Context: an optimization exercise on an open-source flow, tuned for small area and a short achievable clock period. The choices shown serve that exercise and are no tape-out recipe. Only simulation tests tie the RTL to the original design; equivalence was not proved. The clock cells of this run come from the design's own scripts or RTL, not from TritonCTS. The clock port is modelled as an ideal driver, which makes a skipped or thinned clock tree look cheaper than it is; a real chip needs a root buffer or a tree. Power figures rest on the tool's default switching activity, not on a simulated workload.

`flow/run.sh`:
```
#!/bin/bash
set -euo pipefail
export BUFFER_PORTS_ARGS="-buffer_cell sky130_fd_sc_hd__buf_1"
export POST_CTS_TCL="$(pwd)/flow/cts_post.tcl"
export CLKTREE_N=${CLKTREE_N:-3}
export CLKTREE_BUF=${CLKTREE_BUF:-sky130_fd_sc_hd__clkbuf_16}
bash standard.sh > standard_flow.log 2>&1
```
`flow/cts_post.tcl`:
```
set block [ord::get_db_block]
set nbuf $::env(CLKTREE_N)
set bufm [[ord::get_db] findMaster $::env(CLKTREE_BUF)]
set clkport [$block findBTerm clk]
set clknet [$clkport getNet]
# collect the flip-flop clock pins and the clock-tree cells below the port
set sinks {}
set tree {}
set todo [list $clknet]
while {[llength $todo]} {
  set net [lindex $todo 0]; set todo [lrange $todo 1 end]
  foreach it [$net getITerms] {
    if {[$it isOutputSignal]} continue
    set inst [$it getInst]
    set mname [[$inst getMaster] getName]
    if {[string match "*dfxtp*" $mname]} {
      lappend sinks $it
    } else {
      lappend tree $inst
      foreach ot [$inst getITerms] {
        if {[$ot isOutputSignal] && [$ot getNet] ne "NULL"} { lappend todo [$ot getNet] }
      }
    }
  }
}
puts "clock tree: [llength $sinks] sinks, [llength $tree] tree cells"
# remove the old tree
set oldnets {}
foreach inst $tree {
  foreach ot [$inst getITerms] {
    if {[$ot isOutputSignal] && [$ot getNet] ne "NULL"} { lappend oldnets [$ot getNet] }
  }
}
foreach it $sinks { $it disconnect }
foreach inst $tree { odb::dbInst_destroy $inst }
foreach net [lsort -unique $oldnets] { if {$net ne $clknet} { odb::dbNet_destroy $net } }
# k-means on the flip-flop locations
set pts {}
foreach it $sinks {
  set b [[$it getInst] getBBox]
  lappend pts [list [expr {([$b xMin]+[$b xMax])/2.0}] [expr {([$b yMin]+[$b yMax])/2.0}]]
}
set n [llength $pts]
set cent {}
set sorted [lsort -real -index 0 $pts]
for {set k 0} {$k < $nbuf} {incr k} {
  lappend cent [lindex $sorted [expr {int(($k + 0.5) * $n / $nbuf)}]]
}
# balanced k-means: each buffer gets at most ceil(n / nbuf) flip-flops
set cap [expr {($n + $nbuf - 1) / $nbuf}]
for {set iter 0} {$iter < 30} {incr iter} {
  set pairs {}
  set i 0
  foreach p $pts {
    for {set k 0} {$k < $nbuf} {incr k} {
      set c [lindex $cent $k]
      lappend pairs [list [expr {abs([lindex $p 0]-[lindex $c 0]) + abs([lindex $p 1]-[lindex $c 1])}] $i $k]
    }
    incr i
  }
  set asg [lrepeat $n -1]
  set fill [lrepeat $nbuf 0]
  foreach pr [lsort -real -index 0 $pairs] {
    lassign $pr d i k
    if {[lindex $asg $i] >= 0 || [lindex $fill $k] >= $cap} continue
    lset asg $i $k
    lset fill $k [expr {[lindex $fill $k] + 1}]
  }
  set newc {}
  for {set k 0} {$k < $nbuf} {incr k} {
    set sx 0; set sy 0; set m 0
    foreach p $pts a $asg { if {$a == $k} { set sx [expr {$sx+[lindex $p 0]}]; set sy [expr {$sy+[lindex $p 1]}]; incr m } }
    if {$m} { lappend newc [list [expr {$sx/$m}] [expr {$sy/$m}]] } else { lappend newc [lindex $cent $k] }
  }
  set cent $newc
}
for {set k 0} {$k < $nbuf} {incr k} {
  set inst [odb::dbInst_create $block $bufm "clkbuf_one_$k"]
  set net [odb::dbNet_create $block "clknet_one_$k"]
  $net setSigType CLOCK
  [$inst findITerm A] connect $clknet
  [$inst findITerm X] connect $net
  set c [lindex $cent $k]
  $inst setLocation [expr {int([lindex $c 0])}] [expr {int([lindex $c 1])}]
  $inst setPlacementStatus PLACED
  set m 0
  foreach it $sinks a $asg { if {$a == $k} { $it connect $net; incr m } }
  puts "clkbuf_one_$k: $m sinks"
}
detailed_placement
check_placement -verbose
estimate_parasitics -placement
report_clock_skew
```
`design.v`:
```
module TM_ALU_iv (input a, output y); assign y = ~a; endmodule
module TM_ALU_nd (input a, input b, output y); assign y = ~(a & b); endmodule
module TM_ALU_nr (input a, input b, output y); assign y = ~(a | b); endmodule
module TM_ALU_xo (input a, input b, output y); assign y = a ^ b; endmodule
module TM_ALU_xn (input a, input b, output y); assign y = ~(a ^ b); endmodule
module TM_ALU_mi (input s, input a1, input a0, output y); assign y = ~(s ? a1 : a0); endmodule
module TM_ALU_an (input a, input b, output y); assign y = a & b; endmodule
module TM_ALU_or (input a, input b, output y); assign y = a | b; endmodule
module TM_ALU_ha (input a, input b, output s, output co);
    assign s = a ^ b;
    assign co = a & b;
endmodule
module TM_ALU_fa (input a, input b, input ci, output s, output co);
    assign s = a ^ b ^ ci;
    assign co = (a & b) | (ci & (a | b));
endmodule
module TM_ALU (clk, reset, AvgTxLen, InstExed, CurTxLen, AvgTxLen_new, InstExed_new);
    input clk, reset;
    input [7:0] AvgTxLen, InstExed, CurTxLen;
    output [7:0] AvgTxLen_new, InstExed_new;
    reg a0_0, a0_1, a0_2, a0_3, a0_4, a0_5, a0_6, a0_7, i0_0, i0_1, i0_2, i0_3, i0_4, i0_5, i0_6, i0_7, t0_0, t0_1, t0_2, t0_3, t0_4, t0_5, t0_6, t0_7, i1_0, i1_1, i1_2, i1_3, i1_4, i1_5, i1_6, i1_7, sg1, a1_0, a1_1, a1_2, a1_3, a1_4, a1_5, a1_6, a1_7, r1_0, r1_1, r1_2, d1_4, d1_3, d1_2, d1_1, d1_0, i2_0, i2_1, i2_2, i2_3, i2_4, i2_5, i2_6, i2_7, sg2, a2_0, a2_1, a2_2, a2_3, a2_4, a2_5, a2_6, a2_7, q2_4, q2_3, q2_2, r2_0, r2_1, r2_2, r2_3, r2_4, r2_5, d2_1, d2_0, avg3_0, avg3_1, avg3_2, avg3_3, avg3_4, avg3_5, avg3_6, avg3_7, inst3_0, inst3_1, inst3_2, inst3_3, inst3_4, inst3_5, inst3_6, inst3_7;
    wire xo1, xo2, xo3, xo4, xo5, xo6, xo7, xo8, nd9, xn10, iv11, mi12, xo13, mi14, xn15, iv16, mi17, xo18, mi19, xn20, iv21, mi22, xo23, mi24, xn25, iv26, mi27, xn28, or29, or30, or31, or32, or33, or34, or35, nr36, nr37, xo38, xn39, iv40, an41, iv42, fs43, fc44, nr45, nd46, mi47, mi48, xn49, xn50, or51, fs52, fc53, fs54, fc55, nr56, mi57, mi58, mi59, xo60, xo61, nd62, xo63, xn64, xn65, mi66, xo67, xo68, xo69, xo70, xn71, xo72, xn73, xo74, xn75, iv76, nd77, xn78, xn79, mi80, xn81, xo82, mi83, xn84, xn85, mi86, or87, or88, nr89, nd90, mi91, mi92, mi93, mi94, xn95, or96, fs97, fc98, fs99, fc100, fs101, fc102, fs103, fc104, nr105, mi106, mi107, mi108, mi109, mi110, xn111, nd112, xn113, xn114, mi115, xn116, xo117, mi118, xn119, xn120, mi121, xn122, xo123, mi124, xn125, xn126, mi127, nr128, nd129, mi130, mi131, mi132, mi133, mi134, mi135, xn136, or137, fs138, fc139, fs140, fc141, fs142, fc143, xo144, xo145, mi146, xo147, xn148, iv149, mi150, xo151, xo152, mi153, iv154, nd155, mi156, mi157, mi158, mi159, mi160, mi161, mi162, iv163, nd164, xn165, mi166, xn167, mi168, xn169, mi170, xn171, mi172, xn173, mi174, xn175, mi176, xn177, mi178, xo179, xo180, nd181, xo182, xn183, xn184, mi185, xn186, xo187, xo188, mi189, xn190, xn191, xn192, mi193, xn194, xo195, xo196, mi197, hs198, hc199, iv200, hs201, hc202, xo203, hs204, hc205, hs206, hc207, hs208, hc209, hs210, hc211, hs212, hc213, hs214, hc215, xo216;
    TM_ALU_xo uxo1 (.a(CurTxLen[0]), .b(AvgTxLen[0]), .y(xo1));
    TM_ALU_xo uxo2 (.a(CurTxLen[1]), .b(AvgTxLen[1]), .y(xo2));
    TM_ALU_xo uxo3 (.a(CurTxLen[2]), .b(AvgTxLen[2]), .y(xo3));
    TM_ALU_xo uxo4 (.a(CurTxLen[3]), .b(AvgTxLen[3]), .y(xo4));
    TM_ALU_xo uxo5 (.a(CurTxLen[4]), .b(AvgTxLen[4]), .y(xo5));
    TM_ALU_xo uxo6 (.a(CurTxLen[5]), .b(AvgTxLen[5]), .y(xo6));
    TM_ALU_xo uxo7 (.a(CurTxLen[6]), .b(AvgTxLen[6]), .y(xo7));
    TM_ALU_xo uxo8 (.a(CurTxLen[7]), .b(AvgTxLen[7]), .y(xo8));
    TM_ALU_nd und9 (.a(t0_0), .b(a0_0), .y(nd9));
    TM_ALU_xn uxn10 (.a(t0_1), .b(nd9), .y(xn10));
    TM_ALU_iv uiv11 (.a(a0_1), .y(iv11));
    TM_ALU_mi umi12 (.s(t0_1), .a1(iv11), .a0(nd9), .y(mi12));
    TM_ALU_xo uxo13 (.a(t0_2), .b(mi12), .y(xo13));
    TM_ALU_mi umi14 (.s(t0_2), .a1(a0_2), .a0(mi12), .y(mi14));
    TM_ALU_xn uxn15 (.a(t0_3), .b(mi14), .y(xn15));
    TM_ALU_iv uiv16 (.a(a0_3), .y(iv16));
    TM_ALU_mi umi17 (.s(t0_3), .a1(iv16), .a0(mi14), .y(mi17));
    TM_ALU_xo uxo18 (.a(t0_4), .b(mi17), .y(xo18));
    TM_ALU_mi umi19 (.s(t0_4), .a1(a0_4), .a0(mi17), .y(mi19));
    TM_ALU_xn uxn20 (.a(t0_5), .b(mi19), .y(xn20));
    TM_ALU_iv uiv21 (.a(a0_5), .y(iv21));
    TM_ALU_mi umi22 (.s(t0_5), .a1(iv21), .a0(mi19), .y(mi22));
    TM_ALU_xo uxo23 (.a(t0_6), .b(mi22), .y(xo23));
    TM_ALU_mi umi24 (.s(t0_6), .a1(a0_6), .a0(mi22), .y(mi24));
    TM_ALU_xn uxn25 (.a(t0_7), .b(mi24), .y(xn25));
    TM_ALU_iv uiv26 (.a(a0_7), .y(iv26));
    TM_ALU_mi umi27 (.s(t0_7), .a1(iv26), .a0(mi24), .y(mi27));
    TM_ALU_xn uxn28 (.a(xn25), .b(mi27), .y(xn28));
    TM_ALU_or uor29 (.a(xn28), .b(i0_0), .y(or29));
    TM_ALU_or uor30 (.a(i0_7), .b(i0_6), .y(or30));
    TM_ALU_or uor31 (.a(or30), .b(i0_5), .y(or31));
    TM_ALU_or uor32 (.a(or31), .b(i0_4), .y(or32));
    TM_ALU_or uor33 (.a(or32), .b(i0_3), .y(or33));
    TM_ALU_or uor34 (.a(or33), .b(i0_2), .y(or34));
    TM_ALU_or uor35 (.a(or34), .b(i0_1), .y(or35));
    TM_ALU_nr unr36 (.a(or29), .b(or35), .y(nr36));
    TM_ALU_nr unr37 (.a(xn28), .b(nr36), .y(nr37));
    TM_ALU_xo uxo38 (.a(xo23), .b(mi27), .y(xo38));
    TM_ALU_xn uxn39 (.a(xo38), .b(i0_0), .y(xn39));
    TM_ALU_iv uiv40 (.a(i0_0), .y(iv40));
    TM_ALU_an uan41 (.a(xo38), .b(iv40), .y(an41));
    TM_ALU_iv uiv42 (.a(i0_1), .y(iv42));
    TM_ALU_fa ufs43 (.a(nr37), .b(iv42), .ci(an41), .s(fs43), .co(fc44));
    TM_ALU_nr unr45 (.a(or33), .b(i0_2), .y(nr45));
    TM_ALU_nd und46 (.a(fc44), .b(nr45), .y(nd46));
    TM_ALU_mi umi47 (.s(nd46), .a1(xo38), .a0(xn39), .y(mi47));
    TM_ALU_mi umi48 (.s(nd46), .a1(nr37), .a0(fs43), .y(mi48));
    TM_ALU_xn uxn49 (.a(xn20), .b(mi27), .y(xn49));
    TM_ALU_xn uxn50 (.a(xn49), .b(i0_0), .y(xn50));
    TM_ALU_or uor51 (.a(xn49), .b(i0_0), .y(or51));
    TM_ALU_fa ufs52 (.a(mi47), .b(i0_1), .ci(or51), .s(fs52), .co(fc53));
    TM_ALU_fa ufs54 (.a(mi48), .b(i0_2), .ci(fc53), .s(fs54), .co(fc55));
    TM_ALU_nr unr56 (.a(fc55), .b(or33), .y(nr56));
    TM_ALU_mi umi57 (.s(nr56), .a1(xn50), .a0(xn49), .y(mi57));
    TM_ALU_mi umi58 (.s(nr56), .a1(fs52), .a0(mi47), .y(mi58));
    TM_ALU_mi umi59 (.s(nr56), .a1(fs54), .a0(mi48), .y(mi59));
    TM_ALU_xo uxo60 (.a(nr56), .b(mi27), .y(xo60));
    TM_ALU_xo uxo61 (.a(a0_5), .b(xo60), .y(xo61));
    TM_ALU_nd und62 (.a(a0_5), .b(xo60), .y(nd62));
    TM_ALU_xo uxo63 (.a(nd46), .b(mi27), .y(xo63));
    TM_ALU_xn uxn64 (.a(a0_6), .b(xo63), .y(xn64));
    TM_ALU_xn uxn65 (.a(xn64), .b(nd62), .y(xn65));
    TM_ALU_mi umi66 (.s(xn64), .a1(nd62), .a0(xo63), .y(mi66));
    TM_ALU_xo uxo67 (.a(nr36), .b(mi27), .y(xo67));
    TM_ALU_xo uxo68 (.a(a0_7), .b(xo67), .y(xo68));
    TM_ALU_xo uxo69 (.a(xo68), .b(mi66), .y(xo69));
    TM_ALU_xo uxo70 (.a(xo18), .b(mi27), .y(xo70));
    TM_ALU_xn uxn71 (.a(xn15), .b(mi27), .y(xn71));
    TM_ALU_xo uxo72 (.a(xo13), .b(mi27), .y(xo72));
    TM_ALU_xn uxn73 (.a(xn10), .b(mi27), .y(xn73));
    TM_ALU_xo uxo74 (.a(t0_0), .b(mi27), .y(xo74));
    TM_ALU_xn uxn75 (.a(d1_4), .b(i1_0), .y(xn75));
    TM_ALU_iv uiv76 (.a(i1_0), .y(iv76));
    TM_ALU_nd und77 (.a(d1_4), .b(iv76), .y(nd77));
    TM_ALU_xn uxn78 (.a(r1_0), .b(i1_1), .y(xn78));
    TM_ALU_xn uxn79 (.a(xn78), .b(nd77), .y(xn79));
    TM_ALU_mi umi80 (.s(xn78), .a1(nd77), .a0(i1_1), .y(mi80));
    TM_ALU_xn uxn81 (.a(r1_1), .b(i1_2), .y(xn81));
    TM_ALU_xo uxo82 (.a(xn81), .b(mi80), .y(xo82));
    TM_ALU_mi umi83 (.s(xn81), .a1(mi80), .a0(r1_1), .y(mi83));
    TM_ALU_xn uxn84 (.a(r1_2), .b(i1_3), .y(xn84));
    TM_ALU_xn uxn85 (.a(xn84), .b(mi83), .y(xn85));
    TM_ALU_mi umi86 (.s(xn84), .a1(mi83), .a0(i1_3), .y(mi86));
    TM_ALU_or uor87 (.a(i1_7), .b(i1_6), .y(or87));
    TM_ALU_or uor88 (.a(or87), .b(i1_5), .y(or88));
    TM_ALU_nr unr89 (.a(or88), .b(i1_4), .y(nr89));
    TM_ALU_nd und90 (.a(mi86), .b(nr89), .y(nd90));
    TM_ALU_mi umi91 (.s(nd90), .a1(d1_4), .a0(xn75), .y(mi91));
    TM_ALU_mi umi92 (.s(nd90), .a1(r1_0), .a0(xn79), .y(mi92));
    TM_ALU_mi umi93 (.s(nd90), .a1(r1_1), .a0(xo82), .y(mi93));
    TM_ALU_mi umi94 (.s(nd90), .a1(r1_2), .a0(xn85), .y(mi94));
    TM_ALU_xn uxn95 (.a(d1_3), .b(i1_0), .y(xn95));
    TM_ALU_or uor96 (.a(d1_3), .b(i1_0), .y(or96));
    TM_ALU_fa ufs97 (.a(mi91), .b(i1_1), .ci(or96), .s(fs97), .co(fc98));
    TM_ALU_fa ufs99 (.a(mi92), .b(i1_2), .ci(fc98), .s(fs99), .co(fc100));
    TM_ALU_fa ufs101 (.a(mi93), .b(i1_3), .ci(fc100), .s(fs101), .co(fc102));
    TM_ALU_fa ufs103 (.a(mi94), .b(i1_4), .ci(fc102), .s(fs103), .co(fc104));
    TM_ALU_nr unr105 (.a(fc104), .b(or88), .y(nr105));
    TM_ALU_mi umi106 (.s(nr105), .a1(xn95), .a0(d1_3), .y(mi106));
    TM_ALU_mi umi107 (.s(nr105), .a1(fs97), .a0(mi91), .y(mi107));
    TM_ALU_mi umi108 (.s(nr105), .a1(fs99), .a0(mi92), .y(mi108));
    TM_ALU_mi umi109 (.s(nr105), .a1(fs101), .a0(mi93), .y(mi109));
    TM_ALU_mi umi110 (.s(nr105), .a1(fs103), .a0(mi94), .y(mi110));
    TM_ALU_xn uxn111 (.a(d1_2), .b(i1_0), .y(xn111));
    TM_ALU_nd und112 (.a(d1_2), .b(iv76), .y(nd112));
    TM_ALU_xn uxn113 (.a(mi106), .b(i1_1), .y(xn113));
    TM_ALU_xn uxn114 (.a(xn113), .b(nd112), .y(xn114));
    TM_ALU_mi umi115 (.s(xn113), .a1(nd112), .a0(i1_1), .y(mi115));
    TM_ALU_xn uxn116 (.a(mi107), .b(i1_2), .y(xn116));
    TM_ALU_xo uxo117 (.a(xn116), .b(mi115), .y(xo117));
    TM_ALU_mi umi118 (.s(xn116), .a1(mi115), .a0(mi107), .y(mi118));
    TM_ALU_xn uxn119 (.a(mi108), .b(i1_3), .y(xn119));
    TM_ALU_xn uxn120 (.a(xn119), .b(mi118), .y(xn120));
    TM_ALU_mi umi121 (.s(xn119), .a1(mi118), .a0(i1_3), .y(mi121));
    TM_ALU_xn uxn122 (.a(mi109), .b(i1_4), .y(xn122));
    TM_ALU_xo uxo123 (.a(xn122), .b(mi121), .y(xo123));
    TM_ALU_mi umi124 (.s(xn122), .a1(mi121), .a0(mi109), .y(mi124));
    TM_ALU_xn uxn125 (.a(mi110), .b(i1_5), .y(xn125));
    TM_ALU_xn uxn126 (.a(xn125), .b(mi124), .y(xn126));
    TM_ALU_mi umi127 (.s(xn125), .a1(mi124), .a0(i1_5), .y(mi127));
    TM_ALU_nr unr128 (.a(i1_7), .b(i1_6), .y(nr128));
    TM_ALU_nd und129 (.a(mi127), .b(nr128), .y(nd129));
    TM_ALU_mi umi130 (.s(nd129), .a1(d1_2), .a0(xn111), .y(mi130));
    TM_ALU_mi umi131 (.s(nd129), .a1(mi106), .a0(xn114), .y(mi131));
    TM_ALU_mi umi132 (.s(nd129), .a1(mi107), .a0(xo117), .y(mi132));
    TM_ALU_mi umi133 (.s(nd129), .a1(mi108), .a0(xn120), .y(mi133));
    TM_ALU_mi umi134 (.s(nd129), .a1(mi109), .a0(xo123), .y(mi134));
    TM_ALU_mi umi135 (.s(nd129), .a1(mi110), .a0(xn126), .y(mi135));
    TM_ALU_xn uxn136 (.a(d2_1), .b(i2_0), .y(xn136));
    TM_ALU_or uor137 (.a(d2_1), .b(i2_0), .y(or137));
    TM_ALU_fa ufs138 (.a(r2_0), .b(i2_1), .ci(or137), .s(fs138), .co(fc139));
    TM_ALU_fa ufs140 (.a(r2_1), .b(i2_2), .ci(fc139), .s(fs140), .co(fc141));
    TM_ALU_fa ufs142 (.a(r2_2), .b(i2_3), .ci(fc141), .s(fs142), .co(fc143));
    TM_ALU_xo uxo144 (.a(r2_3), .b(i2_4), .y(xo144));
    TM_ALU_xo uxo145 (.a(xo144), .b(fc143), .y(xo145));
    TM_ALU_mi umi146 (.s(xo144), .a1(fc143), .a0(r2_3), .y(mi146));
    TM_ALU_xo uxo147 (.a(r2_4), .b(i2_5), .y(xo147));
    TM_ALU_xn uxn148 (.a(xo147), .b(mi146), .y(xn148));
    TM_ALU_iv uiv149 (.a(i2_5), .y(iv149));
    TM_ALU_mi umi150 (.s(xo147), .a1(mi146), .a0(iv149), .y(mi150));
    TM_ALU_xo uxo151 (.a(r2_5), .b(i2_6), .y(xo151));
    TM_ALU_xo uxo152 (.a(xo151), .b(mi150), .y(xo152));
    TM_ALU_mi umi153 (.s(xo151), .a1(mi150), .a0(r2_5), .y(mi153));
    TM_ALU_iv uiv154 (.a(i2_7), .y(iv154));
    TM_ALU_nd und155 (.a(mi153), .b(iv154), .y(nd155));
    TM_ALU_mi umi156 (.s(nd155), .a1(d2_1), .a0(xn136), .y(mi156));
    TM_ALU_mi umi157 (.s(nd155), .a1(r2_0), .a0(fs138), .y(mi157));
    TM_ALU_mi umi158 (.s(nd155), .a1(r2_1), .a0(fs140), .y(mi158));
    TM_ALU_mi umi159 (.s(nd155), .a1(r2_2), .a0(fs142), .y(mi159));
    TM_ALU_mi umi160 (.s(nd155), .a1(r2_3), .a0(xo145), .y(mi160));
    TM_ALU_mi umi161 (.s(nd155), .a1(r2_4), .a0(xn148), .y(mi161));
    TM_ALU_mi umi162 (.s(nd155), .a1(r2_5), .a0(xo152), .y(mi162));
    TM_ALU_iv uiv163 (.a(i2_0), .y(iv163));
    TM_ALU_nd und164 (.a(d2_0), .b(iv163), .y(nd164));
    TM_ALU_xn uxn165 (.a(mi156), .b(i2_1), .y(xn165));
    TM_ALU_mi umi166 (.s(xn165), .a1(nd164), .a0(i2_1), .y(mi166));
    TM_ALU_xn uxn167 (.a(mi157), .b(i2_2), .y(xn167));
    TM_ALU_mi umi168 (.s(xn167), .a1(mi166), .a0(mi157), .y(mi168));
    TM_ALU_xn uxn169 (.a(mi158), .b(i2_3), .y(xn169));
    TM_ALU_mi umi170 (.s(xn169), .a1(mi168), .a0(i2_3), .y(mi170));
    TM_ALU_xn uxn171 (.a(mi159), .b(i2_4), .y(xn171));
    TM_ALU_mi umi172 (.s(xn171), .a1(mi170), .a0(mi159), .y(mi172));
    TM_ALU_xn uxn173 (.a(mi160), .b(i2_5), .y(xn173));
    TM_ALU_mi umi174 (.s(xn173), .a1(mi172), .a0(i2_5), .y(mi174));
    TM_ALU_xn uxn175 (.a(mi161), .b(i2_6), .y(xn175));
    TM_ALU_mi umi176 (.s(xn175), .a1(mi174), .a0(mi161), .y(mi176));
    TM_ALU_xn uxn177 (.a(mi162), .b(i2_7), .y(xn177));
    TM_ALU_mi umi178 (.s(xn177), .a1(mi176), .a0(i2_7), .y(mi178));
    TM_ALU_xo uxo179 (.a(mi178), .b(sg2), .y(xo179));
    TM_ALU_xo uxo180 (.a(a2_0), .b(xo179), .y(xo180));
    TM_ALU_nd und181 (.a(a2_0), .b(xo179), .y(nd181));
    TM_ALU_xo uxo182 (.a(nd155), .b(sg2), .y(xo182));
    TM_ALU_xn uxn183 (.a(a2_1), .b(xo182), .y(xn183));
    TM_ALU_xn uxn184 (.a(xn183), .b(nd181), .y(xn184));
    TM_ALU_mi umi185 (.s(xn183), .a1(nd181), .a0(xo182), .y(mi185));
    TM_ALU_xn uxn186 (.a(q2_2), .b(sg2), .y(xn186));
    TM_ALU_xo uxo187 (.a(a2_2), .b(xn186), .y(xo187));
    TM_ALU_xo uxo188 (.a(xo187), .b(mi185), .y(xo188));
    TM_ALU_mi umi189 (.s(xo187), .a1(mi185), .a0(a2_2), .y(mi189));
    TM_ALU_xn uxn190 (.a(q2_3), .b(sg2), .y(xn190));
    TM_ALU_xn uxn191 (.a(a2_3), .b(xn190), .y(xn191));
    TM_ALU_xn uxn192 (.a(xn191), .b(mi189), .y(xn192));
    TM_ALU_mi umi193 (.s(xn191), .a1(mi189), .a0(xn190), .y(mi193));
    TM_ALU_xn uxn194 (.a(q2_4), .b(sg2), .y(xn194));
    TM_ALU_xo uxo195 (.a(a2_4), .b(xn194), .y(xo195));
    TM_ALU_xo uxo196 (.a(xo195), .b(mi193), .y(xo196));
    TM_ALU_mi umi197 (.s(xo195), .a1(mi193), .a0(a2_4), .y(mi197));
    TM_ALU_iv uiv200 (.a(mi197), .y(iv200));
    TM_ALU_ha uhs198 (.a(a2_5), .b(iv200), .s(hs198), .co(hc199));
    TM_ALU_ha uhs201 (.a(a2_6), .b(hc199), .s(hs201), .co(hc202));
    TM_ALU_xo uxo203 (.a(a2_7), .b(hc202), .y(xo203));
    TM_ALU_ha uhs204 (.a(i2_1), .b(i2_0), .s(hs204), .co(hc205));
    TM_ALU_ha uhs206 (.a(i2_2), .b(hc205), .s(hs206), .co(hc207));
    TM_ALU_ha uhs208 (.a(i2_3), .b(hc207), .s(hs208), .co(hc209));
    TM_ALU_ha uhs210 (.a(i2_4), .b(hc209), .s(hs210), .co(hc211));
    TM_ALU_ha uhs212 (.a(i2_5), .b(hc211), .s(hs212), .co(hc213));
    TM_ALU_ha uhs214 (.a(i2_6), .b(hc213), .s(hs214), .co(hc215));
    TM_ALU_xo uxo216 (.a(i2_7), .b(hc215), .y(xo216));
    always @(posedge clk) begin
        a0_0 <= AvgTxLen[0];
        a0_1 <= AvgTxLen[1];
        a0_2 <= AvgTxLen[2];
        a0_3 <= AvgTxLen[3];
        a0_4 <= AvgTxLen[4];
        a0_5 <= AvgTxLen[5];
        a0_6 <= AvgTxLen[6];
        a0_7 <= AvgTxLen[7];
        i0_0 <= InstExed[0];
        i0_1 <= InstExed[1];
        i0_2 <= InstExed[2];
        i0_3 <= InstExed[3];
        i0_4 <= InstExed[4];
        i0_5 <= InstExed[5];
        i0_6 <= InstExed[6];
        i0_7 <= InstExed[7];
        t0_0 <= xo1;
        t0_1 <= xo2;
        t0_2 <= xo3;
        t0_3 <= xo4;
        t0_4 <= xo5;
        t0_5 <= xo6;
        t0_6 <= xo7;
        t0_7 <= xo8;
        i1_0 <= i0_0;
        i1_1 <= i0_1;
        i1_2 <= i0_2;
        i1_3 <= i0_3;
        i1_4 <= i0_4;
        i1_5 <= i0_5;
        i1_6 <= i0_6;
        i1_7 <= i0_7;
        sg1 <= mi27;
        a1_0 <= a0_0;
        a1_1 <= a0_1;
        a1_2 <= a0_2;
        a1_3 <= a0_3;
        a1_4 <= a0_4;
        a1_5 <= xo61;
        a1_6 <= xn65;
        a1_7 <= xo69;
        r1_0 <= mi57;
        r1_1 <= mi58;
        r1_2 <= mi59;
        d1_4 <= xo70;
        d1_3 <= xn71;
        d1_2 <= xo72;
        d1_1 <= xn73;
        d1_0 <= xo74;
        i2_0 <= i1_0;
        i2_1 <= i1_1;
        i2_2 <= i1_2;
        i2_3 <= i1_3;
        i2_4 <= i1_4;
        i2_5 <= i1_5;
        i2_6 <= i1_6;
        i2_7 <= i1_7;
        sg2 <= sg1;
        a2_0 <= a1_0;
        a2_1 <= a1_1;
        a2_2 <= a1_2;
        a2_3 <= a1_3;
        a2_4 <= a1_4;
        a2_5 <= a1_5;
        a2_6 <= a1_6;
        a2_7 <= a1_7;
        q2_4 <= nd90;
        q2_3 <= nr105;
        q2_2 <= nd129;
        r2_0 <= mi130;
        r2_1 <= mi131;
        r2_2 <= mi132;
        r2_3 <= mi133;
        r2_4 <= mi134;
        r2_5 <= mi135;
        d2_1 <= d1_1;
        d2_0 <= d1_0;
        avg3_0 <= xo180;
        avg3_1 <= xn184;
        avg3_2 <= xo188;
        avg3_3 <= xn192;
        avg3_4 <= xo196;
        avg3_5 <= hs198;
        avg3_6 <= hs201;
        avg3_7 <= xo203;
        inst3_0 <= iv163;
        inst3_1 <= hs204;
        inst3_2 <= hs206;
        inst3_3 <= hs208;
        inst3_4 <= hs210;
        inst3_5 <= hs212;
        inst3_6 <= hs214;
        inst3_7 <= xo216;
    end
    assign AvgTxLen_new = {avg3_7, avg3_6, avg3_5, avg3_4, avg3_3, avg3_2, avg3_1, avg3_0};
    assign InstExed_new = {inst3_7, inst3_6, inst3_5, inst3_4, inst3_3, inst3_2, inst3_1, inst3_0};
endmodule
```
`config.mk`:
```
export PLATFORM = sky130hd
export DESIGN_NAME = TM_ALU
export DESIGN_NICKNAME = TM_ALU
export VERILOG_FILES = /design/flow/design.v
export SDC_FILE = /design/flow/constraint.sdc
export NUM_CORES = 4
export LEC_CHECK = 0
export CAP_MARGIN = 20
export CORE_MARGIN = 2
export CORE_UTILIZATION = 40
export SLEW_MARGIN = 20
export SYNTH_HIERARCHICAL = 1
```
`constraint.sdc`:
```
create_clock -name core_clock -period 27.0 [get_ports {clk}]
set_input_delay 5.4000 -clock core_clock [delete_from_list [all_inputs] [get_ports {clk}]]
set_output_delay 5.4000 -clock core_clock [all_outputs]
set_load 0.01 [all_outputs]
```
`standard.sh`:
```
#!/bin/bash
# synth_recipe.tcl (not shown) runs the flow's synth.tcl, then flattens the netlist and writes it again
# the make line also repeats each setting of config.mk as NAME=value (left out here)
make -C /OpenROAD-flow-scripts/flow DESIGN_CONFIG=/design/flow/config.mk WORK_HOME=/design/flow/orfs CLKGATE_MAP_FILE= SYNTH_SCRIPT=/design/flow/synth_recipe.tcl "${@:-finish}"
```
==> impl_metrics.toml <==
[run_status]
outcome = "complete, no violations"

[power_and_ir_drop]
seq_power_share_pct = 46.3
pwr-share-clk_pct = 13.7
internal_power_w = 0.0002636
p_sw_w = 0.0001225
power.density_nw_per_um2 = 96.33
pwr-share-comb_pct = 39.9
power_switching_share_pct = 31.73
p_leak_nw = 1.746
peakVddDrop_v = 0.00003911

[finish]
syn2layout_area_growth_pct = 6.693
final_common_cell = "dfxtp_1"
antenna_cells = 0
regArea_um2 = 1862
layout.nets = 381
fillerInstances = 877
drive_gt1_share_pct = 1.194
multiInputGateArea_um2 = 1734
layout_common_cells = "dfxtp_1, mux2i_1, xnor2_1"
design_area_um2 = 4009
utilization_pct = 43.59

[placed_design]
placed_area_um2 = 3934
place.gp.congestion = 0.7077
place_hpwl_mm = 3.729
port_buffers = 40
post-place-ws_ns = 21.05

[setup_path]
crit_family = "flip-flops"
reg2reg_to = "r2_0"
crit_type = "reg2out"
critPathMaxFanout = 1
startpoint_type = "register"
crit_required_ns = 21.60
path_buf_inv = 1
cp.depth = 1
r2r_setup_slack_ns = 21.15
worstPathArrival_ns = 0.65
critPathCaptureType = "primary output"
crit_slowest_cell = "dfxtp_1"
slowest_delay_ns = 0.34
crit_path_cell_trace = "buf_1"
timing.rr.start = "i1_1"
worst_r2r_path_depth = 20

[routing]
drc = 0
ant_nets = 0
met3_length_um = 135
vias = 1927
highest_layer = "met4"
wirelength_mm = 4.609
post_drt_wl_per_cell_um = 10.33
wl_met2_mm = 2.337
drt_iter0_markers = 40
vias_per_cell = 4.321
firstDrtPassIters = 4
met1_length_mm = 2.079

[sta]
worst_pin_slew_ns = 0.6066
max_freq_mhz = 165.4
period_share_pct = 22.39
tns_ns = 0
hold_viol_final = 0
rsz0062_at_grt = "no"
whs_ns = 0.3360
drv_slew = 0
finalWorstSetupSlack_ns = 20.95
setup-violations-final = 0
max_slew_margin_pct = 59.41
fin_crit_ns = 6.046
skew_ns = 0.01442

[grt]
gr-total-overflow = 0
grt.total_usage_pct = 9.873
grt_antenna_before_repair = 0
grt_max_degree = 32
grt_pass1_vias = 1895
grt_pass1_wl_mm = 8.086

[worst_hold_path]
min_path_cells = 0
hold_start = "a1_6"
min_to = "a2_6"
min_path_type = "reg2reg"

[synth]
yosysWarnings = 7
synth_cells = 307
synth_fp_nets = 351
seq_area_frac_synth_pct = 49.55
synth_area_um2 = 3757
synth.avg_cell_area_um2 = 12.24
synthDistinctLibCells = 12
ys_ff_latch = 93

[die]
io_pins = 42
die_x_um = 100.9
initial_core_util_pct = 40.86
die_h_um = 100.9
rows = 35
core_um2 = 9196
die_area_um2 = 10180

[job]
maxCapViolCount = 0

[clock_network]
clkTransAtPathRegs_ns = 0.10
clk_latency_ns = 0.17
clock_sinks = 93
==> per-module statistics from Yosys (local to each module, per instance) <==
| module | cell area [µm²] | flip-flops and latches | cells inside |
|---|---|---|---|
| TM_ALU | 1982 | 93 | 109 |
| TM_ALU_fa | 20.02 | 0 | 1 |
| TM_ALU_ha | 12.51 | 0 | 1 |
| TM_ALU_mi | 10.01 | 0 | 1 |
| TM_ALU_xn | 8.758 | 0 | 1 |
| TM_ALU_xo | 8.758 | 0 | 1 |
| TM_ALU_an | 6.256 | 0 | 1 |
| TM_ALU_or | 6.256 | 0 | 1 |
| TM_ALU_iv | 3.754 | 0 | 1 |
| TM_ALU_nd | 3.754 | 0 | 1 |
| TM_ALU_nr | 3.754 | 0 | 1 |
==> worst max path at each step <==
stage	from	endpoint	slack [ns]
after floorplan	avg3_0	AvgTxLen_new[0]	21.20
after global placement	i1_1	r2_1	21.10
after detailed placement	i1_1	r2_5	21.05
after global routing	i1_1	r2_3	20.51
final	avg3_6	AvgTxLen_new[6]	20.95
==> synth_stat cells, drive strengths merged <==
library cell	number	area, µm²
dfxtp	93	1862
mux2i	57	570.6
xnor2	44	385.4
xor2	38	332.8
buf	16	120.1
or2	12	75.07
inv	11	41.29
fa	10	200.2
nand2	10	37.54
ha	8	100.1
nor2	7	26.28
and2	1	6.260
==> per-layer routing <==
metal / global-route usage [%] / up-vias
li1: - / 1021
met5: 0 / -
met4: 2.807 / 0
met1: 11.75 / 877
met2: 17.90 / 25
met3: 2.080 / 4
==> final cells by class <==
cell class,count,area share [%]
Inverter,11,1.030
Multi-Input combinational cell,187,43.26
Sequential cell,93,46.44
Buffer,3,1.873
Tap cell,111,3.464
Timing Repair Buffer,41,3.933
==> cell families after synthesis <==
group	count (synthesis)	share of synthesized area (%)
and+or+nand+nor	30	3.863
DFF	93	49.55
buffers and inverters	27	4.296
muxes	57	15.18
adders and majority gates	18	7.992
xor gates and xnor gates	82	19.11
==> power by group through the flow <==
stage | sequential [W] | combinational [W] | clock (W)
floorplan | 0.000180 | 0.000142 | 0
global placement | 0.000182 | 0.000154 | 0
detailed placement | 0.000183 | 0.000157 | 0
global route | 0.000183 | 0.000176 | 0.0000606
finish | 0.000179 | 0.000154 | 0.0000531
==> through the flow <==
step                      power [W]  instances
after floorplan           0.0003216        307
after global placement    0.0003362        443
after detailed placement  0.0003401        443
after global routing      0.0004196        446
final                     0.0003862        446

[what the ideal ports hide]
The flow's constraints put no driver on any port. The routed layout listed below was extracted and timed again, unchanged, in two steps.
Step 1 assumes that a clkbuf_16 drives the clock port and a buf_2 every other input.
Step 2 adds t to the input delays and takes it off the output delays; t is the mean of the earliest and latest rising clock arrival at the registers after step 1. Input paths then give back, and output paths get back, about the clock's delay inside the block.
Three values: no drivers, after step 1, after step 2; two values: the first two.
shift t [ns]: 0.227
setup WS [ns]: 20.954 / 20.893 / 21.120
clock arrival spread, ns: 0.016 / 0.017
worst slew at a driven data input, ns: 0.03
pins driven straight from the clock port: 3
After both steps this run still meets setup and hold. The setup slack of this run moves by -0.061 ns with the drivers and by +0.166 ns with both steps.
